This design comes from an exercise in tuning for small area on the open sky130 flow, not from production work.
Only simulation tests tie the RTL to the original design; equivalence was not proved.
No activity file was given, so power comes from the tool's default toggle rates.

[design/flow/design.v]
module uart_rx (
    input  wire       clk,
    input  wire       rst,
    input  wire       din,
    output reg  [7:0] data_out,
    output reg        valid
);
reg [3:0] ph;
reg [9:0] etu;
wire [9:0] etu_nx = {etu[8:0], ~(etu[9] ^ etu[6])};
wire etu_half = ~etu[0] & etu[1] & ~etu[2] & ~etu[5] & ~etu[6] & ~etu[7] & ~etu[9];
wire etu_full = ~etu[0] & ~etu[1] & etu[3] & ~etu[4] & ~etu[5] & etu[6] & etu[7] & ~etu[8] & etu[9];
wire start = (ph == 4'b0001);
always @(posedge clk) begin
  if (rst) begin
    ph <= 4'b0001;
    etu <= 10'd0;
    valid <= 1'b0;
  end else begin
    valid <= 1'b0;
    etu <= etu_nx;
    if (start) begin
      if (din)
        etu <= 10'd0;
      else if (etu_half) begin
        ph <= 4'b1000;
        etu <= 10'd0;
      end
    end else if (etu_full) begin
      etu <= 10'd0;
      if (ph[3]) begin
        data_out <= {din, data_out[7:1]};
        ph <= ph + 4'd1;
      end else begin
        ph <= 4'b0001;
        valid <= din;
      end
    end
  end
end
endmodule
module uart_tx (
  input  wire       clk,
  input  wire       rst,
  output reg        dout,
  input  wire [7:0] data_in,
  input  wire       en,
  output wire       rdy
);
reg [3:0] ph;
reg [9:0] etu;
wire [9:0] etu_nx = {etu[8:0], ~(etu[9] ^ etu[6])};
wire etu_full = ~etu[0] & ~etu[1] & etu[3] & ~etu[4] & ~etu[5] & etu[6] & etu[7] & ~etu[8] & etu[9];
assign rdy = (ph == 4'b0010);
always @(posedge clk) begin
  if (rst) begin
    ph <= 4'b0010;
    dout <= 1'b1;
    etu <= 10'd0;
  end else begin
    etu <= etu_nx;
    if (rdy) begin
      etu <= 10'd0;
      if (en) begin
        dout <= 1'b0;
        ph <= 4'b1000;
      end
    end else if (etu_full) begin
      etu <= 10'd0;
      dout <= ph[3] ? data_in[ph[2:0]] : 1'b1;
      ph <= ph + 4'd1;
    end
  end
end
endmodule
module uint32_receiver(
  input             clk,
  input             shift,
  input      [7:0]  uart_data,
  output reg [23:0] data
);
always @(posedge clk)
  if (shift)
    data <= {data[15:0], uart_data};
endmodule
module pwm #(parameter W = 3, parameter [W-1:0] TERM = 4) (
  input  clk,
  input  rst,
  output term
);
reg [W-1:0] counter;
assign term = &(counter | ~TERM);
always @(posedge clk)
  if (rst || term)
    counter <= {W{1'b0}};
  else
    counter <= counter + 1'b1;
endmodule
module glitch(
  input clk,
  input rst,
  input enable,
  input wire [31:0] glitch_delay,
  input wire [31:0] glitch_width,
  input wire [31:0] glitch_count,
  input wire [31:0] glitch_gap,
  input wire [31:0] glitch_max,
  input wire [31:0] reset_target,
  input wire width_zero,
  input wire gap_zero,
  input wire max_zero,
  input wire target_zero,
  output reg glitched,
  input wire vstart,
  output reg vout,
  output wire finished,
  output wire reset_out
    );
reg [31:0] phase_cnt;
reg [31:0] pulse_no;
reg [31:0] cycles;
reg [31:0] reset_cnt;
reg [1:0] state;    
wire s_delay = !state[0] && !state[1];
wire s_glitch = state[0];
wire s_gap = state[1];
function [31:0] inc32(input [31:0] x, input ci);
  integer i;
  reg c;
  begin
    c = ci;
    for (i = 0; i < 32; i = i + 1) begin
      inc32[i] = x[i] ^ c;
      c = x[i] & c;
    end
  end
endfunction
wire [31:0] phase_nx = inc32(phase_cnt, !(rst && !s_delay));
wire [31:0] phase_len = ({32{s_delay}} & glitch_delay) |
                        ({32{s_glitch}} & glitch_width) |
                        ({32{s_gap}} & glitch_gap);
wire phase_hit = phase_cnt == phase_len;
wire phase_done = phase_hit || (s_glitch && width_zero) || (s_gap && gap_zero);
wire count_done = pulse_no == glitch_count;
wire [31:0] rt_diff = reset_cnt ^ reset_target;
wire target_eq = rt_diff == 32'd0;
reg target_lt;
integer k;
always @(*) begin
  target_lt = 1'b0;
  for (k = 0; k < 32; k = k + 1)
    target_lt = rt_diff[k] ? reset_target[k] : target_lt;
end
assign finished = !max_zero && cycles == glitch_max;
assign reset_out = !enable || target_zero || !s_delay || target_eq;
wire pulse_end = enable && s_glitch && phase_done;       
wire train_end = pulse_end && count_done;                
wire rst_inc = enable && s_delay && !phase_done && target_lt;
wire rst_clr = (enable && s_delay && phase_done) || (rst && !rst_inc);
wire pulse_clr = !enable || train_end || (rst && !pulse_end);
always @(posedge clk)
  begin
    phase_cnt[31:1] <= (enable && !phase_done) ? phase_nx[31:1] : 31'd0;
    phase_cnt[0] <= enable && (phase_done ? !train_end : phase_nx[0]);
    pulse_no <= pulse_clr ? 32'd1 : inc32(pulse_no, pulse_end);
    cycles <= (rst && !train_end) ? 32'd0 : inc32(cycles, train_end);
    reset_cnt <= rst_clr ? 32'd0 : inc32(reset_cnt, rst_inc);
    glitched <= enable || (glitched && !rst);
    if (enable)
      begin
        if (s_glitch)
          state <= phase_done ? (count_done ? 2'd0 : 2'd2) : (rst ? 2'd0 : 2'd1);
        else if (s_gap)
          state <= phase_done ? 2'd1 : (rst ? 2'd0 : 2'd2);
        else
          state <= {1'b0, phase_done};
      end
    else
      state <= 2'd0;
    if (enable)
      begin
        if (s_glitch)
          vout <= phase_done ? 1'b1 : rst ? vstart : vout;
        else if (s_gap)
          vout <= phase_done ? 1'b0 : rst ? vstart : vout;
        else
          vout <= !phase_done;
      end
    else if (rst || !glitched)
      vout <= vstart;
  end
endmodule
module cmd(
  input clk,
  input din,
  input trigger_in,
  input rst,
  input finished,
  input glitched,
  input glitch_out,
  input gpio_in1,
  input gpio_in2,
  output reg gpio_out,
  output wire dout,
  output reg [1:0] force_state,
  output reg [31:0] glitch_delay,
  output reg [31:0] glitch_width,
  output reg [31:0] glitch_count,
  output reg [31:0] glitch_gap,
  output reg [31:0] glitch_max,
  output reg armed,
  output reg reset_glitcher,
  output reg vstart,
  output reg invert_trigger,
  output reg [31:0] reset_target,
  output reg width_zero,
  output reg gap_zero,
  output reg max_zero,
  output reg target_zero
  );
localparam [3:0] N_GPIO = 4'h0, N_RSTG = 4'h1, N_FORCE = 4'h2, N_ACK = 4'h3,
                 N_FLAG = 4'h4, N_DELAY = 4'h5, N_WIDTH = 4'h6, N_COUNT = 4'h7,
                 N_ARM = 4'h8, N_GAP = 4'h9, N_RST = 4'hA, N_VSTART = 4'hB,
                 N_MAX = 4'hC, N_BUILD = 4'hD, N_INVERT = 4'hE, N_RTGT = 4'hF;
reg busy;
reg [3:0] nib;
reg [1:0] count;
reg tx_en;
reg [7:0] tx_data;
reg u32_valid;
wire [7:0] rx_data;
wire rx_valid;
wire tx_rdy;
uart_rx rxi (
  .clk(clk),
  .rst(rst),
  .din(din),
  .data_out(rx_data),
  .valid(rx_valid)
  );
uart_tx txi (
  .clk(clk),
  .rst(rst),
  .dout(dout),
  .data_in(tx_data),
  .en(tx_en),
  .rdy(tx_rdy)
  );
wire is_four = (nib == N_DELAY) || (nib == N_WIDTH) || (nib == N_COUNT) ||
               (nib == N_GAP) || (nib == N_MAX) || (nib == N_RTGT);
wire is_reply = (nib == N_ACK) || (nib == N_BUILD);
wire [23:0] u32_hi;
uint32_receiver u32_rec(
  .clk(clk),
  .shift(busy && is_four && rx_valid && count != 2'd3),
  .uart_data(rx_data),
  .data(u32_hi)
);
wire [31:0] u32_data = {u32_hi, rx_data};
wire is_cmd = (rx_data[7:4] == 4'h4 && rx_data[3:0] != 4'h0 && rx_data[3:0] != 4'h3) ||
              rx_data == 8'h50;
wire [7:0] flags = {gpio_in2, gpio_out, gpio_in1, trigger_in, glitch_out, finished, glitched, armed};
reg [7:0] reply_byte;
always @(*)
  if (nib[3])    
    case (count)
      2'd0: reply_byte = 8'h14;
      2'd1: reply_byte = 8'h09;
      default: reply_byte = 8'h20;
    endcase
  else
    case (count)
      2'd0: reply_byte = u32_data[7:0];
      2'd1: reply_byte = u32_data[15:8];
      2'd2: reply_byte = u32_data[23:16];
      default: reply_byte = u32_data[31:24];
    endcase
wire [31:0] wdata = rst ? 32'd0 : u32_data;
wire wzero = rst || u32_data == 32'd0;
always @(posedge clk) begin
  if (rst || (u32_valid && nib == N_DELAY)) glitch_delay <= wdata;
  if (rst || (u32_valid && nib == N_WIDTH)) glitch_width <= wdata;
  if (rst || (u32_valid && nib == N_COUNT)) glitch_count <= wdata;
  if (rst || (u32_valid && nib == N_GAP))   glitch_gap <= wdata;
  if (rst || (u32_valid && nib == N_MAX))   glitch_max <= wdata;
  if (rst || (u32_valid && nib == N_RTGT))  reset_target <= wdata;
  if (rst || (u32_valid && nib == N_WIDTH)) width_zero <= wzero;
  if (rst || (u32_valid && nib == N_GAP))   gap_zero <= wzero;
  if (rst || (u32_valid && nib == N_MAX))   max_zero <= wzero;
  if (rst || (u32_valid && nib == N_RTGT))  target_zero <= wzero;
end
wire rx_nz = rx_data != 8'd0;
always @(posedge clk)
  begin
    if (rst)
      begin
        busy <= 1'b0;
        count <= 2'd0;
        tx_en <= 1'b0;
        u32_valid <= 1'b0;
        force_state <= 2'd2;
        armed <= 1'b0;
        reset_glitcher <= 1'b0;
        vstart <= 1'b0;
        invert_trigger <= 1'b0;
        gpio_out <= 1'b0;
      end
    else if (reset_glitcher)
      reset_glitcher <= 1'b0;
    else
      begin
        u32_valid <= 1'b0;
        tx_en <= busy && is_reply;
        if (!busy)
          begin
            if (rx_valid && is_cmd)
              begin
                busy <= 1'b1;
                nib <= rx_data[3:0];
                tx_en <= 1'b1;
                if (rx_data != 8'd68 && rx_data != 8'd77)
                  tx_data <= rx_data;
              end
          end
        else if (is_four)
          begin
            if (rx_valid)
              begin
                count <= count + 2'd1;
                if (count == 2'd3)
                  u32_valid <= 1'b1;
              end
            if (u32_valid)
              nib <= N_ACK;
          end
        else if (is_reply)
          begin
            if (tx_rdy && tx_en)
              begin
                tx_data <= reply_byte;
                count <= count + 2'd1;
                if (count == 2'd3)
                  busy <= 1'b0;
              end
          end
        else if (nib == N_FLAG)
          begin
            if (tx_rdy)
              begin
                tx_data <= flags;
                busy <= 1'b0;
              end
          end
        else if (rx_valid)    
          begin
            tx_data <= rx_data;
            tx_en <= 1'b1;
            if (nib != N_RST)
              busy <= 1'b0;
            case (nib)
              N_FORCE:  force_state <= rx_data[1:0];
              N_RSTG:   reset_glitcher <= rx_nz;
              N_ARM:    armed <= rx_nz;
              N_VSTART: vstart <= rx_nz;
              N_INVERT: invert_trigger <= rx_nz;
              N_GPIO:   gpio_out <= rx_nz;
              default: ;
            endcase
          end
      end
  end
endmodule
module top(
  input clk,
  input rst,
  input ftdi_rx,
  input trigger_in,
  input gpio_in1,
  input gpio_in2,
  output gpio_out,
  output ftdi_tx,
  output led0_g,
  output led0_r,
  output led0_b,
  output led2_g,
  output led2_r,
  output led2_b,
  output led_blink,
  output led5_debug,
  output led6_debug,
  output debug_io0_14_p30,
  output led_glitch_out,
  output wire glitch_out,
  output invert_glitch_out,
  output wire reset_out
    );
wire [31:0] glitch_delay;
wire [31:0] glitch_width;
wire [31:0] glitch_count;
wire [31:0] glitch_gap;
wire [31:0] glitch_max;
wire [31:0] reset_target;
wire armed;
wire glitched;
wire finished;
wire vstart;
wire invert_trigger;
wire [1:0] force_state;
wire reset_glitcher;
wire glitch;
wire width_zero, gap_zero, max_zero, target_zero;
cmd cmd_inst
(
  .clk(clk),
  .rst(rst),
  .din(ftdi_rx),
  .dout(ftdi_tx),
  .trigger_in(trigger_in),
  .glitch_delay(glitch_delay),
  .glitch_width(glitch_width),
  .glitch_count(glitch_count),
  .glitch_gap(glitch_gap),
  .glitch_max(glitch_max),
  .armed(armed),
  .finished(finished),
  .glitched(glitched),
  .glitch_out(glitch_out),
  .force_state(force_state),
  .reset_glitcher(reset_glitcher),
  .vstart(vstart),
  .invert_trigger(invert_trigger),
  .reset_target(reset_target),
  .gpio_in1(gpio_in1),
  .gpio_in2(gpio_in2),
  .gpio_out(gpio_out),
  .width_zero(width_zero),
  .gap_zero(gap_zero),
  .max_zero(max_zero),
  .target_zero(target_zero)
  );
wire automatic_out = force_state == 2'd2;
wire trigger = invert_trigger ^ trigger_in;
assign glitch_out = automatic_out ? glitch : force_state[0];
assign invert_glitch_out = !glitch_out;
wire enable = automatic_out && !finished &&
              ((armed && trigger) || (!max_zero && glitched));
glitch glitchi
(
  .clk(clk),
  .rst(rst || reset_glitcher),
  .enable(enable),
  .vout(glitch),
  .glitch_delay(glitch_delay),
  .glitch_width(glitch_width),
  .glitch_count(glitch_count),
  .glitch_gap(glitch_gap),
  .glitch_max(glitch_max),
  .glitched(glitched),
  .vstart(vstart),
  .finished(finished),
  .reset_target(reset_target),
  .reset_out(reset_out),
  .width_zero(width_zero),
  .gap_zero(gap_zero),
  .max_zero(max_zero),
  .target_zero(target_zero)
);
wire t5, t13, t17, t33, t49;
pwm #(.W(3), .TERM(3'd4))   p5  (.clk(clk), .rst(rst), .term(t5));
pwm #(.W(4), .TERM(4'd12))  p13 (.clk(clk), .rst(rst), .term(t13));
pwm #(.W(5), .TERM(5'd16))  p17 (.clk(clk), .rst(rst), .term(t17));
pwm #(.W(6), .TERM(6'd32))  p33 (.clk(clk), .rst(rst), .term(t33));
pwm #(.W(6), .TERM(6'd48))  p49 (.clk(clk), .rst(rst), .term(t49));
wire t65 = t5 && t13;
reg r_led0_r, r_led0_g, r_led0_b, r_led2_r, r_led2_g, r_led2_b;
always @(posedge clk) begin
  r_led0_r <= !rst && t65 && finished;
  r_led0_g <= !rst && t17 && glitched && !finished;
  r_led0_b <= !rst && t65 && !glitched && armed;
  r_led2_r <= !rst && t33 && trigger_in;
  r_led2_g <= !rst && t5 && trigger_in;
  r_led2_b <= !rst && t49 && trigger_in;
end
assign led0_r = r_led0_r;
assign led0_g = r_led0_g;
assign led0_b = r_led0_b;
assign led2_r = r_led2_r;
assign led2_g = r_led2_g;
assign led2_b = r_led2_b;
assign debug_io0_14_p30 = glitch_out;
assign led5_debug = reset_out;
assign led6_debug = reset_target[0];
assign led_glitch_out = glitch_out;
reg [21:0] hb;
reg blink;
wire hb_low_zero = hb[20:0] == 21'd0;
wire hb_last = hb[21] && hb_low_zero;
always @(posedge clk) begin
  if (rst) begin
    hb <= 22'd0;
    blink <= 1'b0;
  end else begin
    hb <= {hb[20:0], hb[21] ^ hb[20] ^ hb_low_zero};
    blink <= blink ^ hb_last;
  end
end
assign led_blink = blink;
endmodule
[design/flow/run.sh]
#!/bin/bash
# synth_recipe.tcl (not shown) runs the flow's synth.tcl, then flattens the netlist and writes it again
# the make line also repeats each setting of config.mk as NAME=value (left out here)
make -C /OpenROAD-flow-scripts/flow DESIGN_CONFIG=/design/flow/config.mk WORK_HOME=/design/flow/orfs CLKGATE_MAP_FILE= SYNTH_SCRIPT=/design/flow/synth_recipe.tcl finish
[design/flow/config.mk]
export PLATFORM = sky130hd
export DESIGN_NAME = top
export DESIGN_NICKNAME = top
export VERILOG_FILES = /design/flow/design.v
export SDC_FILE = /design/flow/constraint.sdc
export NUM_CORES = 4
export LEC_CHECK = 0
export CAP_MARGIN = 10
export CORE_MARGIN = 2
export CORE_UTILIZATION = 65
export CTS_BUF_LIST = sky130_fd_sc_hd__clkbuf_16
export CTS_CLUSTER_DIAMETER = 60
export CTS_CLUSTER_SIZE = 30
export SLEW_MARGIN = 10
[design/flow/constraint.sdc]
create_clock -name core_clock -period 10.0 [get_ports {clk}]
set_input_delay 2.0000 -clock core_clock [delete_from_list [all_inputs] [get_ports {clk}]]
set_output_delay 2.0000 -clock core_clock [all_outputs]
set_load 0.01 [all_outputs]
==> results.yml, run 1 <==
status:
  status: "finished clean"
critical_path:
  critPathTopFamily: "adder cells"
  slowest_delay_ps: 460
  r2r_cells: 41
  r2r_end: "glitchi.reset_cnt[31]"
  cp.depth: 39
  endpoint_kind: "flop"
  arrival_ps: 9780
  crit_buf_inv: 1
  start_kind: "input port"
  slowest_stage: "clkdlybuf4s50_1"
  crit_path_frequent_cell: "ha_1"
  r2r_slack_ps: 880
  cp_max_fo: 2
  crit_type: "in -> reg"
  crit_required_ps: 10400
  r2r-start: "glitchi.state[1]"
detailed_routing:
  route.detailed.drc: 0
  routed_wl_um: 42000
  wl_met1_um: 18200
  highest_layer: "met4"
  ant_nets: 0
  wl_met3_um: 2700
  num_vias: 12000
  drt-pass1-iter-count: 8
  viasPerCell: 6.05
  first_iter_violations: 1176
  dr_wl_met2_um: 19500
  wl_per_cell_um: 21.1
power_and_ir_drop:
  p_leak_nw: 8.72
  p_total_w: 0.00360
  p_per_area_nw_per_um2: 171
  vdd_drop_max_uv: 152
sta:
  rsz0062_at_grt: "false"
  maxSlewHeadroom_pct: 19.5
  finalCriticalPeriod_ps: 9380
  tightest_slew_ps: 1210
  slew_viol_final: 0
  setup_violations: 0
  fmax_ghz: 0.107
  final_hold_viol_count: 0
  fin_crit_sh_pct: 93.8
  finalSetupTns_ps: 0
  finalClockSkew_ps: 16.5
placed_design:
  port_buffers: 21
  gp_congestion: 0.912
  place_hpwl_um: 28300
global_routing:
  gr-total-overflow: 0
  grt_max_degree: 66
  antenna_found_initial: 0
  grt_first_pass_wirelength_um: 66200
  grt.total_usage_pct: 27.9
  grt_pass1_vias: 11800
yosys:
  synth-seq-cells: 467
  syn_inst: 1562
  synth.cell_area_sq_um: 19400
  async_flop_share_pct: 0
  yosys.area.top_type: "edfxtp_1"
  synthTopCellsByArea: "edfxtp_1, dfxtp_1, ha_1"
  synth_flop_cell: "edfxtp_1"
  synth-seq-area-share_pct: 60.7
  synth.most_common_cell: "edfxtp_1"
  synth.avg_cell_area_sq_um: 12.4
  yosysWarnings: 11
  netlist.area_leader.share_pct: 37.3
  synth_nets: 1705
  synth_edf_count: 241
  synth_cell_type_count: 64
  netlist_top_cells_count: "edfxtp_1, dfxtp_1, ha_1, xor2_1, nand2_1"
min_path:
  hold_path.class: "reg -> reg"
  min_path_cells: 1
  hold_start: "p5.counter[0]"
  min_to: "p5.counter[0]"
layout:
  fin_nets: 1715
  drive_gt1_share_pct: 6.45
  final_core_util_pct: 71.5
  antenna_cells: 0
  areaGrowthSynthToFinish_pct: 8.83
die:
  die_w_um: 177
  num_rows: 63
  die-area_sq_um: 31200
  initial_utilization_pct: 65.7
  die_y_um: 177
  design.core.area_sq_um: 29500
  pin_count: 22
clock_tree:
  clk_pin_slew_ps: 80
  clock_path_buffers: 3
  hold_buffers: 0
  post_cts_buffers: 0
  cts_tree: "yes"
  ctsResizeCount: 0
  cts_inserted_buffers: 34
  cts.sinks: 467
  clock_latency_ps: 530
  cts_max_level: 2
  cts_root_buf: "clkbuf_16"
flow_run:
  drv_cap: 0
[per-stage QoR]
stage,hold WS (ps),worst slack [ps],cell area [sq um],instances
after floorplan,398,1050,19400,1562
after global placement,410,285,20000,1926
after detailed placement,410,98.9,20000,1926
after CTS,428,643,21100,1987
after global routing,439,303,21100,1987
final,422,624,21100,1987
[final cells by class]
type | instances | area [sq um]
clock inverter | 25 | 223
fill | 2124 | 8390
multi-input combinational | 985 | 7190
clock buffer | 36 | 901
tap | 390 | 488
inverter | 41 | 154
timing repair buffer | 43 | 373
sequential | 467 | 11800
[cell families (layout without fill, tap and decap cells)]
family / after synthesis / count (layout) / share of synthesized area (%)
flops: 467 / 467 / 60.7
simple gates: 520 / 520 / 14.5
compound gates: 197 / 197 / 7.23
mux: 7 / 7 / 0.497
fa+ha+maj: 140 / 140 / 9.00
buf+inv: 110 / 145 / 2.58
xor+xnor: 121 / 121 / 5.47
[cell usage in the layout, fill, tap and decap left out, types with 4 or more instances in the layout]
cell | Yosys | layout
a21oi_1 | 61 | 60
a222oi_1 | 8 | 8
a22o_1 | 48 | 48
a31oi_1 | 7 | 7
and2_1 | 52 | 52
and3_1 | 67 | 67
buf_4 | 6 | 23
clkbuf_16 | 0 | 36
clkdlybuf4s50_1 | 0 | 20
clkinv_2 | 0 | 5
clkinv_8 | 0 | 4
dfxtp_1 | 226 | 226
edfxtp_1 | 241 | 241
ha_1 | 137 | 137
inv_1 | 40 | 41
inv_6 | 0 | 7
mux2i_1 | 4 | 4
nand2_1 | 77 | 77
nand2b_1 | 18 | 18
nand3_1 | 26 | 26
nand4_1 | 16 | 16
nor2_1 | 69 | 69
nor2b_1 | 71 | 71
nor3_1 | 59 | 58
nor3b_1 | 9 | 9
nor4_1 | 40 | 40
o21a_1 | 4 | 4
o21ai_0 | 18 | 14
o22ai_1 | 14 | 14
o2bb2ai_1 | 4 | 4
xnor2_1 | 42 | 42
xor2_1 | 79 | 79
[sequential cells by signal, summed over array words and instances (netlist names), 4 cells and up]
signal	cells
p49.counter	6
cmd_inst.rxi.etu	10
glitchi.reset_cnt	32
cmd_inst.rxi.ph	4
cmd_inst.tx_data	8
cmd_inst.glitch_max	32
glitchi.cycles	32
cmd_inst.reset_target	32
p33.counter	6
cmd_inst.glitch_delay	32
p17.counter	5
cmd_inst.txi.ph	4
glitchi.pulse_no	32
glitchi.phase_cnt	32
cmd_inst.nib	4
cmd_inst.glitch_gap	32
cmd_inst.glitch_count	32
cmd_inst.rxi.data_out	8
cmd_inst.u32_rec.data	24
cmd_inst.txi.etu	10
cmd_inst.glitch_width	32
p13.counter	4
hb	22
[worst reg2reg max path: cells and delay by family, from the launching register on]
family / cells / cell delay (ps)
flip-flops: 1 / 540
AO/OA/AOI/OAI: 3 / 660
buffers and inverters: 1 / 420
AND/OR/NAND/NOR: 4 / 950
XOR/XNOR: 2 / 270
adder cells (fa/ha/maj): 31 / 6170
[worst max-delay path by stage]
| stage | end | from |
|---|---|---|
| finish | glitchi.reset_cnt[31] | trigger_in |
| global route | glitchi.pulse_no[31] | trigger_in |
| CTS | glitchi.reset_cnt[31] | trigger_in |
| detailed placement | glitchi.reset_cnt[31] | trigger_in |
| global placement | glitchi.reset_cnt[31] | trigger_in |
| floorplan | glitchi.reset_cnt[31] | trigger_in |
[per-layer routing]
layer	GRT usage, %	up-vias
met5	0	-
met4	10.8	0
met3	3.74	84
met2	45.1	420
met1	38.8	5806
li1	-	5706
[report_power, final]
part	total [W]	switching, W	internal, W
Sequential	0.00208	0.0000244	0.00206
Clock	0.00138	0.000696	0.000689
Combinational	0.000135	0.0000913	0.0000433
Total	0.00360	0.000811	0.00279
==> run 2: changes to the inputs <==
--- a/design/flow/config.mk
+++ b/design/flow/config.mk
@@ -9,6 +9,6 @@
 export CORE_MARGIN = 2
 export CORE_UTILIZATION = 65
-export CTS_BUF_LIST = sky130_fd_sc_hd__clkbuf_16
-export CTS_CLUSTER_DIAMETER = 60
-export CTS_CLUSTER_SIZE = 30
+export CTS_BUF_LIST = sky130_fd_sc_hd__clkbuf_8
+export CTS_CLUSTER_DIAMETER = 50
+export CTS_CLUSTER_SIZE = 16
 export SLEW_MARGIN = 10
==> run 2 against run 1 <==
Design area shrank 1.3%. Cell count grew 0.45%. Hold slack is essentially flat. Non-clock buffer count is the same. Critical path depth is the same. Sequential power is essentially flat. Die area is the same. Synthesized cell count is the same. Clock skew grew 15 ps. Total power shrank 6.6%.
==> results.yml, run 2 <==
status:
  status: "finished clean"
layout:
  fill_cells: 2171
  layout_commonest_cell: "edfxtp_1"
  design_area_sq_um: 20800
  fin_nets: 1721
  final_cell_mix: "edfxtp_1, dfxtp_1, ha_1"
  antenna_cells: 0
  drive_gt1_share_pct: 6.41
  areaGrowthSynthToFinish_pct: 7.39
yosys:
  async_flop_share_pct: 0
  synth.area.mux_share_pct: 0.497
  synth_nets: 1705
  synth_edf_count: 241
  synth_top_family_by_area: "simple AND/OR/NAND/NOR gates"
  synth_xor_area_share_pct: 5.47
  syn_inst: 1562
  netlist.area_leader.share_pct: 37.3
  synth_compound_gate_area_share_pct: 7.23
  yosys.area.top_type: "edfxtp_1"
  synth-seq-cells: 467
  synth_cell_type_count: 64
  synth_adder_area_share_pct: 9.00
  synth-seq-area-share_pct: 60.7
  yosysWarnings: 11
  synth.avg_cell_area_sq_um: 12.4
  netlist_top_cells_count: "edfxtp_1, dfxtp_1, ha_1, xor2_1, nand2_1"
  synth.cell_area_sq_um: 19400
  synth_flop_cell: "edfxtp_1"
  synthTopCellsByArea: "edfxtp_1, dfxtp_1, ha_1"
  yosys.area_share.simple_pct: 14.5
  synth.most_common_cell: "edfxtp_1"
flow_run:
  drv_cap: 0
placed_design:
  place_area_sq_um: 20000
  port_buffers: 21
  place_hpwl_um: 28300
  dp_slack_ps: 98.9
  gp_congestion: 0.912
clock_tree:
  hold_buffers: 0
  cts_root_buf: "clkbuf_8"
  post_cts_buffers: 0
  cts_inserted_buffers: 40
  clk_pin_slew_ps: 90
  clock_path_buffers: 3
  clock_latency_ps: 570
  ctsResizeCount: 0
  cts_tree: "yes"
  cts.sinks: 467
  cts_max_level: 2
sta:
  setup_violations: 0
  slew_viol_final: 0
  maxSlewHeadroom_pct: 20.7
  finalClockSkew_ps: 31.9
  finalSetupTns_ps: 0
  final_hold_viol_count: 0
  whs_ps: 421
  fin_crit_sh_pct: 93.3
  setup_ws_ps: 670
  fmax_ghz: 0.107
  finalCriticalPeriod_ps: 9330
  rsz0062_at_grt: "false"
  tightest_slew_ps: 1190
global_routing:
  grt_first_pass_wirelength_um: 65700
  gr-total-overflow: 0
  grt_pass1_vias: 11800
  grt_max_degree: 66
  antenna_found_initial: 0
  grt.total_usage_pct: 27.8
power_and_ir_drop:
  vdd_drop_max_uv: 119
  p_per_area_nw_per_um2: 162
  p_leak_nw: 8.61
  p_total_w: 0.00336
die:
  num_rows: 63
  die_y_um: 177
  initial_utilization_pct: 65.7
  die_w_um: 177
  pin_count: 22
  die-area_sq_um: 31200
  design.core.area_sq_um: 29500
critical_path:
  cp_max_fo: 2
  crit_required_ps: 10460
  crit_path_frequent_cell: "ha_1"
  crit_type: "in -> reg"
  arrival_ps: 9790
  endpoint_kind: "flop"
  slowest_delay_ps: 460
  start_kind: "input port"
  slowest_stage: "clkdlybuf4s50_1"
detailed_routing:
  first_iter_violations: 1151
  ant_nets: 0
  route.detailed.drc: 0
  num_vias: 12000
  drt-pass1-iter-count: 6
  wl_per_cell_um: 21.0
  viasPerCell: 6.01
  routed_wl_um: 41900
min_path:
  hold_path.class: "reg -> reg"
## run 2: through the flow
| step | utilization [%] | std cells |
|---|---|---|
| after floorplan | - | 1562 |
| after global placement | 67.7 | 1926 |
| after detailed placement | 67.7 | 1926 |
| after CTS | 70.6 | 1996 |
| after global routing | 70.6 | 1996 |
| final | 70.6 | 1996 |
## run 2: worst paths after layout
check             depth (start not counted)  slack [ps]                     to              from
hold reg to reg                           1         420          p5.counter[0]     p5.counter[0]
hold / removal                            1         420          p5.counter[0]     p5.counter[0]
setup reg to reg                         41         780  glitchi.reset_cnt[31]  glitchi.state[1]
setup / recovery                         39         670  glitchi.reset_cnt[31]        trigger_in
## run 2: power breakdown
| part | internal (W) | leakage (nW) | switching [W] |
|---|---|---|---|
| sequential | 0.00206 | 4.21 | 0.0000240 |
| clock | 0.000525 | 0.460 | 0.000621 |
| combinational | 0.0000433 | 3.94 | 0.0000910 |
## run 2: cells by family after synthesis
family                     after synthesis
AOI/OAI and AO/OA                      197
buffers and inverters                  110
adders and majority gates              140
DFF                                    467
xor gates and xnor gates               121
and+or+nand+nor                        520
muxes                                    7
## run 2: area by class of cell
class	instances	area, sq um	share of cell area (%)
flip-flops and latches	467	11800	56.5
clock inverters	29	280	1.35
multi-input cells	985	7190	34.5
well taps	390	488	2.35
inverters	41	154	0.740
clock buffers	41	564	2.71
repair buffers	43	373	1.79
## run 2: metal layers
layer	global-route usage [%]	vias up	share of wire, %
met5	0	-	0
met2	44.6	392	46
met3	3.63	83	5.8
met4	11.0	0	4.1
met1	38.8	5818	44
li1	-	5702	-
## run 2: critical path: cells and delay by family
kind / cells / cell delay (ps)
compound gates: 2 / 370
simple gates: 3 / 480
xor+xnor: 2 / 300
fa+ha+maj: 31 / 6160
buf+inv: 1 / 460
==> run 3: changes to the inputs <==
--- a/design/flow/config.mk
+++ b/design/flow/config.mk
@@ -8,5 +8,5 @@
 export CAP_MARGIN = 10
 export CORE_MARGIN = 2
-export CORE_UTILIZATION = 65
+export CORE_UTILIZATION = 86
 export CTS_BUF_LIST = sky130_fd_sc_hd__clkbuf_8
 export CTS_CLUSTER_DIAMETER = 50
==> run 3 against run 2 <==
Still clean on timing, DRC and antenna. Combinational power up 5%. Critical path depth up 1. Register-to-register slack worse by 330 ps. Design area down 1.6%. Critical path type unchanged. Largest cell class unchanged. Largest power group unchanged.
==> results.yml, run 3 <==
critical_path:
  crit_required_ps: 10450
  arrival_ps: 10100
  r2r_end: "glitchi.cycles[31]"
  slowest_delay_ps: 460
  cp_max_fo: 3
  start_kind: "input port"
  endpoint_kind: "flop"
  r2r_cells: 42
  critPathTopFamily: "adder cells"
  slowest_stage: "clkdlybuf4s50_1"
  crit_buf_inv: 3
  crit_type: "in -> reg"
  crit_path_frequent_cell: "ha_1"
  cp-startpoint: "trigger_in"
  r2r_slack_ps: 450
  r2r-start: "glitchi.state[1]"
flow_run:
  drv_cap: 0
layout:
  design_area_sq_um: 20500
  areaGrowthSynthToFinish_pct: 5.66
  final_cell_mix: "edfxtp_1, dfxtp_1, ha_1"
  final_core_util_pct: 93.2
  multiInputGateArea_sq_um: 7170
  layout_commonest_cell: "edfxtp_1"
  fill_cells: 704
  drive_gt1_share_pct: 5.50
  regArea_sq_um: 11800
  fin_nets: 1714
clock_tree:
  cts.sinks: 467
  clk_pin_slew_ps: 100
  cts_inserted_buffers: 37
  clock_latency_ps: 600
  ctsResizeCount: 0
  cts_root_buf: "clkbuf_8"
  cts_max_level: 2
  cts_tree: "yes"
  hold_buffers: 0
  post_cts_buffers: 0
  clock_path_buffers: 3
yosys:
  synth_flop_cell: "edfxtp_1"
  syn_inst: 1562
  synth_edf_count: 241
  netlist_top_cells_count: "edfxtp_1, dfxtp_1, ha_1, xor2_1, nand2_1"
  synth-seq-cells: 467
  yosysWarnings: 11
  synth.cell_area_sq_um: 19400
  netlist.area_leader.share_pct: 37.3
  synth.most_common_cell: "edfxtp_1"
  async_flop_share_pct: 0
  synth.avg_cell_area_sq_um: 12.4
  synth_nets: 1705
  synth_cell_type_count: 64
  synthTopCellsByArea: "edfxtp_1, dfxtp_1, ha_1"
  synth-seq-area-share_pct: 60.7
  yosys.area.top_type: "edfxtp_1"
sta:
  final_hold_viol_count: 0
  finalClockSkew_ps: 55.2
  maxSlewHeadroom_pct: 10.3
  fin_crit_sh_pct: 96.5
  slew_viol_final: 0
  tightest_slew_ps: 1340
  rsz0062_at_grt: "false"
  finalCriticalPeriod_ps: 9650
  setup_violations: 0
  whs_ps: 434
  setup_ws_ps: 348
  fmax_ghz: 0.104
placed_design:
  place_hpwl_um: 30700
  port_buffers: 21
  place_area_sq_um: 19800
  gp_congestion: 0.931
  dp_slack_ps: -30.3
detailed_routing:
  drt-pass1-iter-count: 7
  ant_nets: 0
  wl_per_cell_um: 26.4
  first_iter_violations: 1797
  route.detailed.drc: 0
  routed_wl_um: 49700
  num_vias: 13300
  viasPerCell: 7.06
global_routing:
  gr-total-overflow: 0
  antenna_found_initial: 0
  grt_pass1_vias: 13600
  grt_max_degree: 71
  grt.total_usage_pct: 42.3
  grt_first_pass_wirelength_um: 75700
min_path:
  hold_start: "p5.counter[0]"
  min_path_cells: 1
  hold_path.class: "reg -> reg"
  min_to: "p5.counter[0]"
die:
  initial_utilization_pct: 88.2
  num_rows: 54
  die-area_sq_um: 23700
  die_y_um: 154
  design.core.area_sq_um: 22000
  pin_count: 22
  die_w_um: 154
status:
  status: "finished clean"
power_and_ir_drop:
  vdd_drop_max_uv: 177
  p_leak_nw: 8.55
  p_per_area_nw_per_um2: 158
[run 3: cell counts after synthesis]
Identical to the previous run, type by type.
[run 3: per-stage QoR]
step                      instances  TNS [ps]  total power (W)
final                          1882         0          0.00324
after detailed placement       1812     -30.3          0.00226
after floorplan                1562         0          0.00221
after CTS                      1879         0          0.00323
after global routing           1879         0          0.00331
after global placement         1812         0          0.00225
[run 3: power breakdown]
group / switching [W] / leakage, nW / total, W / internal, W
logic: 0.0000977 / 3.92 / 0.000141 / 0.0000431
registers: 0.0000289 / 4.21 / 0.00209 / 0.00206
clock network: 0.000617 / 0.417 / 0.00101 / 0.000398
total: 0.000744 / 8.55 / 0.00324 / 0.00250
[run 3: worst max path at each step]
stage | endpoint | depth (start not counted)
2_1_floorplan | glitchi.reset_cnt[31] | 38
6_report | glitchi.pulse_no[31] | 40
5_1_grt | glitchi.pulse_no[31] | 40
4_1_cts | glitchi.pulse_no[31] | 40
3_3_place_gp | glitchi.reset_cnt[31] | 39
3_5_place_dp | glitchi.reset_cnt[31] | 39
[run 3: final cells by class]
cell class                 instances  share of cell area, %
antenna                            3                 0.0367
clock buffer                      39                   2.62
clock inverter                    28                  0.764
inverter                          41                  0.752
multi-input combinational        985                   35.0
sequential                       467                   57.4
tap                              280                   1.71
timing repair buffer              39                   1.67
[run 3: worst reg2reg max path, delay by kind of cell, from the launching register on]
family | cells | cell delay [ps]
compound gates | 2 | 420
buf+inv | 2 | 840
fa+ha+maj | 31 | 6470
simple gates | 5 | 890
xor+xnor | 2 | 470
flops | 1 | 350
[run 3: routing by layer]
metal	GRT usage (%)	vias up	routed length (um)
li1	-	5695	-
met1	51.7	6242	17100
met2	68.9	1087	23400
met3	9.10	256	5670
met4	27.2	0	3550
met5	0	-	0
[run 3: cells by family (layout without fill, tap and decap cells)]
kind of cell | count (synthesis) | in the layout | synth area share, %
and+or+nand+nor | 520 | 520 | 14.5
buffers and inverters | 110 | 147 | 2.58
xor gates and xnor gates | 121 | 121 | 5.47
other | 0 | 3 | 0
muxes | 7 | 7 | 0.497
adders and majority gates | 140 | 140 | 9.00
AOI/OAI and AO/OA | 197 | 197 | 7.23
DFF | 467 | 467 | 60.7
==> run 4: changes to the inputs <==
--- a/design/flow/config.mk
+++ b/design/flow/config.mk
@@ -8,5 +8,5 @@
 export CAP_MARGIN = 10
 export CORE_MARGIN = 2
-export CORE_UTILIZATION = 86
+export CORE_UTILIZATION = 78
 export CTS_BUF_LIST = sky130_fd_sc_hd__clkbuf_8
 export CTS_CLUSTER_DIAMETER = 50
==> run 4 against run 3 <==
Non-clock buffer count grew 3. Cell count grew 2.3%. Sequential power is essentially flat. Core utilization shrank 8.7 points. Design area grew 0.43%. Routed wire length shrank 14%. Clock power is essentially flat. Die area grew 10%. Register-to-register slack gained 90 ps. Highest routed layer unchanged.
==> results.yml, run 4 <==
die:
  design.core.area_sq_um: 24300
  die_w_um: 162
  num_rows: 57
  pin_count: 22
  die_y_um: 162
  initial_utilization_pct: 79.7
  die-area_sq_um: 26100
placed_design:
  place_hpwl_um: 28900
  dp_slack_ps: 109
  port_buffers: 21
  gp_congestion: 0.911
critical_path:
  cp_max_fo: 3
  slowest_stage: "clkdlybuf4s50_1"
  crit_buf_inv: 3
  arrival_ps: 9930
  crit_path_frequent_cell: "ha_1"
  crit_type: "in -> reg"
  crit_required_ps: 10460
  endpoint_kind: "flop"
  critPathTopFamily: "adder cells"
  slowest_delay_ps: 460
  start_kind: "input port"
global_routing:
  grt.total_usage_pct: 33.0
  antenna_found_initial: 0
  grt_max_degree: 66
  grt_pass1_vias: 12200
  gr-total-overflow: 0
  grt_first_pass_wirelength_um: 66200
clock_tree:
  ctsResizeCount: 0
  cts_inserted_buffers: 38
  clock_latency_ps: 570
  cts_tree: "yes"
  clock_path_buffers: 3
  cts_root_buf: "clkbuf_8"
  clk_pin_slew_ps: 100
  cts.sinks: 467
  hold_buffers: 0
  post_cts_buffers: 0
  cts_max_level: 2
yosys:
  synth.cell_area_sq_um: 19400
  synth.most_common_cell: "edfxtp_1"
  netlist.area_leader.share_pct: 37.3
  synth-seq-cells: 467
  yosysWarnings: 11
  synth_edf_count: 241
  synth-seq-area-share_pct: 60.7
  yosys.area.top_type: "edfxtp_1"
  syn_inst: 1562
  synth_flop_cell: "edfxtp_1"
  async_flop_share_pct: 0
  synth_cell_type_count: 64
  synth.avg_cell_area_sq_um: 12.4
  synth_nets: 1705
  netlist_top_cells_count: "edfxtp_1, dfxtp_1, ha_1, xor2_1, nand2_1"
  synthTopCellsByArea: "edfxtp_1, dfxtp_1, ha_1"
detailed_routing:
  num_vias: 12300
  drt-pass1-iter-count: 6
  route.detailed.drc: 0
  ant_nets: 0
  first_iter_violations: 1336
  routed_wl_um: 42700
  wl_per_cell_um: 22.2
  viasPerCell: 6.38
min_path:
  hold_path.class: "reg -> reg"
power_and_ir_drop:
  switching_share_pct: 22.4
  power_frac_clock_pct: 31.2
  power_frac_comb_pct: 4.2
  p_sw_w: 0.000723
  p_leak_nw: 8.56
  vdd_drop_max_uv: 136
  power.internal_w: 0.00250
  p_seq_share_pct: 64.6
  p_per_area_nw_per_um2: 157
  p_total_w: 0.00323
sta:
  finalCriticalPeriod_ps: 9470
  final_hold_viol_count: 0
  rsz0062_at_grt: "false"
  slew_viol_final: 0
  fin_crit_sh_pct: 94.7
  maxSlewHeadroom_pct: 22.6
  finalSetupTns_ps: 0
  fmax_ghz: 0.106
  tightest_slew_ps: 1160
  finalClockSkew_ps: 34.4
  setup_violations: 0
  setup_ws_ps: 530
layout:
  drive_gt1_share_pct: 5.81
  layout_commonest_cell: "edfxtp_1"
  fill_cells: 1289
  antenna_cells: 0
  final_cell_mix: "edfxtp_1, dfxtp_1, ha_1"
  areaGrowthSynthToFinish_pct: 6.11
  fin_nets: 1718
status:
  status: "finished clean"
flow_run:
  drv_cap: 0
run 4: cell counts after synthesis:
Identical to the previous run, type by type.
run 4: cells by family after synthesis:
logic type	share of synthesized area (%)
fa+ha+maj	9.00
mux	0.497
buf+inv	2.58
simple gates	14.5
flops	60.7
compound gates	7.23
xor+xnor	5.47
run 4: routing by layer:
metal	GRT usage, %	part of all wire, %	routed length (um)	up-vias
li1	-	-	-	5692
met1	44.2	39	16700	5911
met2	53.5	47	20100	574
met3	5.01	8.4	3590	120
met4	16.3	5.4	2300	0
met5	0	0	0	-
run 4: path summary, 6_finish.rpt:
| check | start | depth (start not counted) | endpoint | slack, ps |
|---|---|---|---|---|
| worst max-delay path | trigger_in | 40 | glitchi.cycles[31] | 530 |
| worst min-delay path | p5.counter[0] | 1 | p5.counter[0] | 440 |
| worst max register to register | glitchi.state[1] | 42 | glitchi.cycles[31] | 540 |
| worst min register to register | p5.counter[0] | 1 | p5.counter[0] | 440 |
run 4: power groups by stage:
| stage | logic [W] | clock network, W | registers [W] |
|---|---|---|---|
| final | 0.000135 | 0.00101 | 0.00208 |
| after global routing | 0.000145 | 0.00110 | 0.00209 |
| after CTS | 0.000133 | 0.00102 | 0.00208 |
| after detailed placement | 0.000132 | 0 | 0.00213 |
| after global placement | 0.000128 | 0 | 0.00212 |
| after floorplan | 0.0000853 | 0 | 0.00212 |
run 4: stage by stage:
| step | hold slack (ps) | area [sq um] | utilization [%] | cells |
|---|---|---|---|---|
| 6_report | 444 | 20600 | 84.6 | 1926 |
| 3_5_place_dp | 424 | 19900 | 81.6 | 1859 |
| 2_1_floorplan | 398 | 19400 | - | 1562 |
| 5_1_grt | 474 | 20600 | 84.6 | 1926 |
| 3_3_place_gp | 410 | 19900 | 81.6 | 1859 |
| 4_1_cts | 440 | 20600 | 84.6 | 1926 |
run 4: area by class of cell:
cell class / instances / area [sq um] / share of cell area, %
timing repair buffer: 42 / 365 / 1.78
tap: 324 / 405 / 1.97
clock inverter: 28 / 171 / 0.834
clock buffer: 39 / 537 / 2.61
sequential: 467 / 11800 / 57.2
multi-input combinational: 985 / 7170 / 34.9
inverter: 41 / 154 / 0.748
==> run 5: changes to the inputs <==
--- a/design/flow/config.mk
+++ b/design/flow/config.mk
@@ -12,3 +12,4 @@
 export CTS_CLUSTER_DIAMETER = 50
 export CTS_CLUSTER_SIZE = 16
+export GPL_TIMING_DRIVEN = 0
 export SLEW_MARGIN = 10
==> run 5 against run 4 <==
Still clean. Critical path depth decreased by 4. Fmax is 2.7% lower. Non-clock buffer count up 58. Die area unchanged. Critical endpoint is now glitchi.phase_cnt[30]. Highest routed layer is now met5.
==> results.yml, run 5 <==
sta:
  rsz0062_at_grt: "false"
  setup_violations: 0
  slew_viol_final: 0
  fmax_ghz: 0.103
  tightest_slew_ps: 1330
  finalSetupTns_ps: 0
  fin_crit_sh_pct: 97.3
  finalClockSkew_ps: 34.4
  maxSlewHeadroom_pct: 10.2
  final_hold_viol_count: 0
  finalCriticalPeriod_ps: 9730
  whs_ps: 434
die:
  die-area_sq_um: 26100
  design.core.area_sq_um: 24300
  num_rows: 57
  die_w_um: 162
  initial_utilization_pct: 79.7
  pin_count: 22
  die_y_um: 162
detailed_routing:
  route.detailed.drc: 0
  wl_per_cell_um: 23.2
  first_iter_violations: 1688
  viasPerCell: 6.46
  ant_nets: 0
  routed_wl_um: 46100
  num_vias: 12800
  drt-pass1-iter-count: 10
flow_run:
  drv_cap: 0
placed_design:
  place_area_sq_um: 20200
  port_buffers: 21
  gp_congestion: 0.930
  place_hpwl_um: 31500
power_and_ir_drop:
  p_leak_nw: 8.77
  vdd_drop_max_uv: 164
  p_total_w: 0.00336
  p_per_area_nw_per_um2: 159
yosys:
  synth_nets: 1705
  synth.cell_area_sq_um: 19400
  synthTopCellsByArea: "edfxtp_1, dfxtp_1, ha_1"
  synth-seq-cells: 467
  netlist_top_cells_count: "edfxtp_1, dfxtp_1, ha_1, xor2_1, nand2_1"
  yosys.area.top_type: "edfxtp_1"
  synth-seq-area-share_pct: 60.7
  synth.avg_cell_area_sq_um: 12.4
  synth_edf_count: 241
  syn_inst: 1562
  synth.most_common_cell: "edfxtp_1"
  synth_cell_type_count: 64
  synth_flop_cell: "edfxtp_1"
  yosysWarnings: 11
  netlist.area_leader.share_pct: 37.3
  async_flop_share_pct: 0
layout:
  regArea_sq_um: 11800
  areaGrowthSynthToFinish_pct: 8.78
  fill_cells: 1200
  layout_commonest_cell: "edfxtp_1"
  final_core_util_pct: 86.7
  final_cell_mix: "edfxtp_1, dfxtp_1, ha_1"
  design_area_sq_um: 21100
  drive_gt1_share_pct: 6.38
  fin_nets: 1776
  multiInputGateArea_sq_um: 7200
critical_path:
  crit_path_frequent_cell: "ha_1"
  endpoint_kind: "flop"
  slowest_delay_ps: 630
  crit_required_ps: 10490
  start_kind: "input port"
  cp_max_fo: 10
  arrival_ps: 10220
  crit_type: "in -> reg"
  slowest_stage: "clkbuf_1"
global_routing:
  grt_pass1_vias: 13100
  grt_first_pass_wirelength_um: 71000
  grt_max_degree: 34
  grt.total_usage_pct: 36.0
  gr-total-overflow: 0
  antenna_found_initial: 2
clock_tree:
  cts.sinks: 467
  clock_path_buffers: 3
  clock_latency_ps: 590
  cts_max_level: 2
  cts_inserted_buffers: 38
  clk_pin_slew_ps: 100
  cts_tree: "yes"
  hold_buffers: 0
  cts_root_buf: "clkbuf_8"
status:
  status: "finished clean"
min_path:
  hold_path.class: "reg -> reg"
-- run 5: what timing repair did --
| action | CTS | global route |
|---|---|---|
| setup buffers | 0 | 1 |
| gates resized for setup | 0 | 6 |
| endpoints found under the setup margin | 0 | 4 |
-- run 5: worst paths after layout --
| path | startpoint | to | slack [ps] | cells after the start |
|---|---|---|---|---|
| max | rst | glitchi.phase_cnt[30] | 270 | 36 |
| min | p5.counter[0] | p5.counter[0] | 430 | 1 |
| max reg2reg | glitchi.state[0] | glitchi.cycles[31] | 370 | 44 |
| min reg2reg | p5.counter[0] | p5.counter[0] | 430 | 1 |
-- run 5: critical path, delay by kind of cell --
kind / cells / cell delay (ps)
adder cells (fa/ha/maj): 31 / 6500
buffers and inverters: 2 / 1120
AND/OR/NAND/NOR: 2 / 490
AO/OA/AOI/OAI: 1 / 120
-- run 5: report_power, final --
part	internal [W]	switching (W)	leakage [nW]	total, W
logic	0.0000515	0.0000998	4.10	0.000151
registers	0.00206	0.0000256	4.21	0.00208
clock network	0.000494	0.000626	0.470	0.00112
-- run 5: final cells by class --
class | count | share of cell area [%]
antenna | 2 | 0.0237
buffer | 69 | 1.66
clock buffer | 41 | 2.68
clock inverter | 28 | 1.13
inverter | 41 | 0.730
multi-input combinational | 985 | 34.2
sequential | 467 | 55.8
tap | 324 | 1.92
timing repair buffer | 31 | 1.89
-- run 5: stage by stage --
stage | std cells | worst slack, ps
2_1_floorplan | 1562 | 1050
3_3_place_gp | 1907 | -14.4
3_5_place_dp | 1916 | -168
4_1_cts | 1985 | 138
5_1_grt | 1986 | 14.0
6_report | 1988 | 268
-- run 5: cell families (layout without fill, tap and decap cells) --
kind of cell / after synthesis / count (layout) / synth area share, %
compound gates: 197 / 197 / 7.23
xor+xnor: 121 / 121 / 5.47
fa+ha+maj: 140 / 140 / 9.00
buf+inv: 110 / 210 / 2.58
flops: 467 / 467 / 60.7
mux: 7 / 7 / 0.497
other cells: 0 / 2 / 0
simple gates: 520 / 520 / 14.5
-- run 5: routing by layer --
metal  wire length (um)  GRT usage, %  vias up
met4               2570          18.3        2
li1                   -             -     5827
met3               4410          6.01      183
met2              21700          59.0      705
met5                 35             0        -
met1              17400          47.0     6124
==> run 6: changes to the inputs <==
==> design/flow/config.mk (replaced) <==
export PLATFORM = sky130hd
export DESIGN_NAME = top
export DESIGN_NICKNAME = top
export VERILOG_FILES = /design/flow/design.v
export SDC_FILE = /design/flow/constraint.sdc
export NUM_CORES = 4
export LEC_CHECK = 0
export CAP_MARGIN = 10
export CORE_MARGIN = 2
export CORE_UTILIZATION = 65
export CTS_BUF_LIST = sky130_fd_sc_hd__clkbuf_4
export CTS_CLUSTER_DIAMETER = 30
export CTS_CLUSTER_SIZE = 8
export SLEW_MARGIN = 10
==> run 6 against run 5 <==
Critical path type unchanged. Routed wire length decreased by 8.0%. Sequential share of layout area decreased by 0.89 points. Via count decreased by 4.0%. Sequential cell count unchanged. Cell count increased by 4.8%. Core utilization decreased by 14 points. Largest power group unchanged. Total power increased by 15%. Synthesized cell count unchanged. Area after synthesis unchanged. Register-to-register slack improved by 540 ps.
==> results.yml, run 6 <==
placed_design:
  dp_cells: 1926
  place_hpwl_um: 28300
  port_buffers: 21
  gp_congestion: 0.912
power_and_ir_drop:
  switching_share_pct: 21.2
  p_leak_nw: 8.96
  power.internal_w: 0.00305
  p_total_w: 0.00387
  power_frac_comb_pct: 3.5
  p_per_area_nw_per_um2: 181
  p_seq_share_pct: 53.8
  p_sw_w: 0.000822
  vdd_drop_max_uv: 140
  power_frac_clock_pct: 42.7
sta:
  finalClockSkew_ps: 63.1
  rsz0062_at_grt: "false"
  slew_viol_final: 0
  finalSetupTns_ps: 0
  final_hold_viol_count: 0
  tightest_slew_ps: 1250
  maxSlewHeadroom_pct: 16.2
  fmax_ghz: 0.109
  finalCriticalPeriod_ps: 9170
  fin_crit_sh_pct: 91.7
  setup_violations: 0
  whs_ps: 422
min_path:
  hold_path.class: "reg -> reg"
critical_path:
  slowest_delay_ps: 450
  arrival_ps: 9790
  crit_path_frequent_cell: "ha_1"
  cp_max_fo: 2
  crit_type: "in -> reg"
  slowest_stage: "clkdlybuf4s50_1"
  start_kind: "input port"
  endpoint_kind: "flop"
  crit_required_ps: 10620
yosys:
  synth_cell_type_count: 64
  synth.cell_area_sq_um: 19400
  synth.avg_cell_area_sq_um: 12.4
  syn_inst: 1562
  synth_edf_count: 241
  yosys.area.top_type: "edfxtp_1"
  synthTopCellsByArea: "edfxtp_1, dfxtp_1, ha_1"
  synth-seq-cells: 467
  synth_flop_cell: "edfxtp_1"
  netlist.area_leader.share_pct: 37.3
  synth_nets: 1705
  netlist_top_cells_count: "edfxtp_1, dfxtp_1, ha_1, xor2_1, nand2_1"
  synth.most_common_cell: "edfxtp_1"
  async_flop_share_pct: 0
  yosysWarnings: 11
  synth-seq-area-share_pct: 60.7
die:
  initial_utilization_pct: 65.7
  num_rows: 63
  pin_count: 22
  design.core.area_sq_um: 29500
  die_w_um: 177
  die-area_sq_um: 31200
  die_y_um: 177
detailed_routing:
  ant_nets: 0
  drt-pass1-iter-count: 7
  routed_wl_um: 42400
  route.detailed.drc: 0
  viasPerCell: 5.91
  wl_per_cell_um: 20.3
  first_iter_violations: 1127
  num_vias: 12300
clock_tree:
  cts_max_level: 3
  post_cts_buffers: 0
  cts_inserted_buffers: 85
  hold_buffers: 0
  clk_pin_slew_ps: 80
  cts_root_buf: "clkbuf_4"
  cts_tree: "yes"
  cts.sinks: 467
  clock_path_buffers: 3
  clock_latency_ps: 740
  ctsResizeCount: 0
layout:
  drive_gt1_share_pct: 11.1
  final_cell_mix: "edfxtp_1, dfxtp_1, ha_1"
  fin_nets: 1766
  areaGrowthSynthToFinish_pct: 10.6
  layout_commonest_cell: "edfxtp_1"
  final_cells: 2084
flow_run:
  drv_cap: 0
status:
  status: "finished clean"
global_routing:
  gr-total-overflow: 0
  grt.total_usage_pct: 28.3
  grt_max_degree: 66
  grt_pass1_vias: 12200
  antenna_found_initial: 2
  grt_first_pass_wirelength_um: 66600
==> run 6: kinds of logic after synthesis <==
family	synth area share [%]
and+or+nand+nor	14.5
DFF	60.7
AOI/OAI and AO/OA	7.23
adders and majority gates	9.00
xor gates and xnor gates	5.47
buffers and inverters	2.58
muxes	0.497
==> run 6: per-stage QoR <==
| stage | util [%] | cell area (sq um) | worst slack [ps] |
|---|---|---|---|
| after floorplan | - | 19400 | 1050 |
| after global routing | 72.7 | 21400 | 430 |
| after detailed placement | 67.7 | 20000 | 98.9 |
| after CTS | 72.6 | 21400 | 830 |
| after global placement | 67.7 | 20000 | 285 |
| final | 72.7 | 21400 | 831 |
==> run 6: final timing paths <==
kind / start / to / slack [ps] / cells after the start
setup / recovery: trigger_in / glitchi.reset_cnt[31] / 830 / 39
hold reg to reg: p5.counter[0] / p5.counter[0] / 420 / 1
hold / removal: p5.counter[0] / p5.counter[0] / 420 / 1
setup reg to reg: glitchi.state[1] / glitchi.reset_cnt[31] / 910 / 41
==> run 6: cell type report <==
type / count / area [sq um]
Sequential cell: 467 / 11800
Fill cell: 2135 / 8060
Multi-Input combinational cell: 985 / 7190
Clock buffer: 111 / 833
Clock inverter: 45 / 619
Tap cell: 390 / 488
Timing Repair Buffer: 43 / 373
Inverter: 41 / 154
Antenna cell: 2 / 5.00
==> run 6: per-layer routing <==
metal / share of wire [%] / wire length, um / global-route usage [%] / vias up
li1: - / - / - / 5875
met1: 42 / 18000 / 38.2 / 5882
met2: 46 / 19500 / 44.7 / 463
met3: 7.2 / 3040 / 5.22 / 103
met4: 4.3 / 1820 / 13.4 / 0
met5: 0 / 0 / 0 / -
==> run 6: critical path: cells and delay by family <==
kind | cells | cell delay (ps)
fa+ha+maj | 31 | 6200
simple gates | 3 | 470
buf+inv | 1 | 450
compound gates | 2 | 370
xor+xnor | 2 | 290
==> run 6: power by group through the flow <==
stage	Combinational (W)	Clock [W]	Sequential, W
4_1_cts	0.000134	0.00169	0.00208
3_5_place_dp	0.000133	0	0.00213
3_3_place_gp	0.000132	0	0.00213
6_report	0.000134	0.00165	0.00208
5_1_grt	0.000146	0.00177	0.00209
2_1_floorplan	0.0000853	0	0.00212
==> run 7: changes to the inputs <==
==> design/flow/config.mk (replaced) <==
export PLATFORM = sky130hd
export DESIGN_NAME = top
export DESIGN_NICKNAME = top
export VERILOG_FILES = /design/flow/design.v
export SDC_FILE = /design/flow/constraint.sdc
export NUM_CORES = 4
export LEC_CHECK = 0
export CAP_MARGIN = 10
export CORE_MARGIN = 2
export CORE_UTILIZATION = 78
export CTS_BUF_LIST = sky130_fd_sc_hd__clkbuf_4 sky130_fd_sc_hd__clkbuf_8
export CTS_CLUSTER_DIAMETER = 40
export CTS_CLUSTER_SIZE = 14
export SLEW_MARGIN = 10
==> run 7 against run 6 <==
Still clean. Area after synthesis unchanged. Clock-buffer cell count decreased by 47. Critical path depth increased by 3.
==> results.yml, run 7 <==
critical_path:
  crit_type: "reg -> reg"
  crit_path_frequent_cell: "ha_1"
  cp.depth: 42
  slowest_stage: "dfxtp_1"
  endpoint_kind: "flop"
  start_kind: "flop"
  crit_buf_inv: 2
  critPathTopFamily: "adder cells"
  r2r_cells: 42
  cp_max_fo: 37
  arrival_ps: 9980
  slowest_delay_ps: 780
  crit_required_ps: 10480
detailed_routing:
  routed_wl_um: 44000
  drt-pass1-iter-count: 6
  num_vias: 12500
  route.detailed.drc: 0
  wl_per_cell_um: 22.6
  viasPerCell: 6.41
  first_iter_violations: 1696
  ant_nets: 0
clock_tree:
  cts_tree: "yes"
  clock_latency_ps: 610
  clk_pin_slew_ps: 80
  hold_buffers: 0
  cts_inserted_buffers: 49
  cts_root_buf: "clkbuf_8"
  cts_max_level: 2
  clock_path_buffers: 3
  post_cts_buffers: 0
  cts.sinks: 467
  ctsResizeCount: 0
power_and_ir_drop:
  p_sw_w: 0.000807
  p_leak_nw: 8.73
  p_seq_share_pct: 57.9
  power_frac_clock_pct: 38.3
  power_frac_comb_pct: 3.8
  vdd_drop_max_uv: 149
  p_per_area_nw_per_um2: 171
  power.internal_w: 0.00279
  p_total_w: 0.00360
  switching_share_pct: 22.4
yosys:
  synth-seq-cells: 467
  synth-seq-area-share_pct: 60.7
  netlist_top_cells_count: "edfxtp_1, dfxtp_1, ha_1, xor2_1, nand2_1"
  yosys.area.top_type: "edfxtp_1"
  synth.avg_cell_area_sq_um: 12.4
  syn_inst: 1562
  synth.cell_area_sq_um: 19400
  synth_edf_count: 241
  netlist.area_leader.share_pct: 37.3
  synthTopCellsByArea: "edfxtp_1, dfxtp_1, ha_1"
  synth_flop_cell: "edfxtp_1"
  synth.most_common_cell: "edfxtp_1"
  synth_cell_type_count: 64
  synth_nets: 1705
  async_flop_share_pct: 0
  yosysWarnings: 11
sta:
  finalSetupTns_ps: 0
  fin_crit_sh_pct: 95.0
  rsz0062_at_grt: "false"
  finalCriticalPeriod_ps: 9500
  fmax_ghz: 0.105
  slew_viol_final: 0
  finalClockSkew_ps: 39.8
  final_hold_viol_count: 0
  tightest_slew_ps: 1230
  maxSlewHeadroom_pct: 17.7
  setup_violations: 0
  setup_ws_ps: 501
placed_design:
  dp_slack_ps: 109
  gp_congestion: 0.911
  port_buffers: 21
  place_area_sq_um: 19900
  place_hpwl_um: 28900
  dp_cells: 1859
layout:
  design_area_sq_um: 21000
  final_cells: 1950
  fin_nets: 1729
  areaGrowthSynthToFinish_pct: 8.34
  final_cell_mix: "edfxtp_1, dfxtp_1, ha_1"
  layout_commonest_cell: "edfxtp_1"
  antenna_cells: 0
  drive_gt1_share_pct: 8.18
die:
  die-area_sq_um: 26100
  die_w_um: 162
  die_y_um: 162
  num_rows: 57
  pin_count: 22
  initial_utilization_pct: 79.7
  design.core.area_sq_um: 24300
global_routing:
  grt.total_usage_pct: 34.1
  grt_first_pass_wirelength_um: 68200
  antenna_found_initial: 0
  grt_pass1_vias: 12600
  gr-total-overflow: 0
  grt_max_degree: 66
min_path:
  min_path_cells: 1
  hold_path.class: "reg -> reg"
status:
  status: "finished clean"
flow_run:
  drv_cap: 0
[run 7: power groups by stage]
| stage | Clock (W) | Sequential (W) | Combinational (W) |
|---|---|---|---|
| 6_report | 0.00138 | 0.00208 | 0.000136 |
| 5_1_grt | 0.00147 | 0.00209 | 0.000145 |
| 4_1_cts | 0.00139 | 0.00208 | 0.000134 |
| 3_5_place_dp | 0 | 0.00213 | 0.000132 |
| 3_3_place_gp | 0 | 0.00212 | 0.000128 |
| 2_1_floorplan | 0 | 0.00212 | 0.0000853 |
[run 7: area by class of cell]
class | instances | area [sq um]
Sequential cell | 467 | 11800
Multi-Input combinational cell | 985 | 7170
Fill cell | 1228 | 3330
Clock buffer | 64 | 818
Tap cell | 324 | 405
Timing Repair Buffer | 42 | 365
Clock inverter | 27 | 322
Inverter | 41 | 154
[run 7: logic make-up (layout without fill, tap and decap cells)]
kind of cell,after synthesis,count (layout),synth area share [%]
XOR/XNOR,121,121,5.47
flip-flops,467,467,60.7
AND/OR/NAND/NOR,520,520,14.5
buffers and inverters,110,174,2.58
adder cells (fa/ha/maj),140,140,9.00
AO/OA/AOI/OAI,197,197,7.23
multiplexers,7,7,0.497
[run 7: per-stage QoR]
stage | utilization, % | hold WS [ps]
after floorplan | - | 398
after global placement | 81.6 | 410
after detailed placement | 81.6 | 424
after CTS | 86.3 | 438
after global routing | 86.3 | 472
final | 86.3 | 443
[run 7: final timing paths]
check | from | end | slack, ps
worst max-delay path | glitchi.state[1] | glitchi.cycles[31] | 500
worst min-delay path | p5.counter[0] | p5.counter[0] | 440
worst max register to register | glitchi.state[1] | glitchi.cycles[31] | 500
worst min register to register | p5.counter[0] | p5.counter[0] | 440
[run 7: metal layers]
layer  routed length, um  track usage (%)
met2               20600             56.0
met4                2380             16.5
met1               17000             44.8
met5                   0                0
met3                3980             5.78

afterwards: timing with drivers on the ports:
Ports are ideal in the flow. The routed layouts listed here were re-timed in OpenROAD.
Step 1 sets driving cells, clkbuf_16 on the clock port and buf_2 on the other inputs (assumed; they add their load-dependent delay and slew).
Step 2 times the ports against the registers' clock, not the clock port: input delays grow and output delays shrink by t, the midpoint of the rising clock arrivals with the driver on.
a / b / c = ideal ports / drivers / drivers and shift; a / b = the first two.
| run | t, ns | slack for setup (ns) | worst hold slack (ns) |
|---|---|---|---|
| run 1 | 0.570 | 0.624 / 0.650 / 0.081 | 0.422 / 0.422 / 0.422 |
| run 2 | 0.609 | 0.670 / 0.697 / 0.088 | 0.421 / 0.421 / 0.421 |
| run 3 | 0.620 | 0.348 / 0.373 / -0.247 | 0.434 / 0.434 / 0.434 |
| run 4 | 0.605 | 0.530 / 0.539 / -0.048 | 0.444 / 0.444 / 0.444 |
| run 5 | 0.616 | 0.268 / 0.292 / -0.324 | 0.434 / 0.434 / 0.434 |
| run 6 | 0.751 | 0.831 / 0.853 / 0.102 | 0.422 / 0.422 / 0.422 |
| run 7 | 0.635 | 0.501 / 0.501 / -0.068 | 0.443 / 0.443 / 0.443 |
Met with ideal ports but missed after step 2: setup timing in run 3, run 4, run 5 and run 7. The setup slack of run 6, which loses most, moves by +0.022 ns with the drivers and by -0.729 ns with both steps.
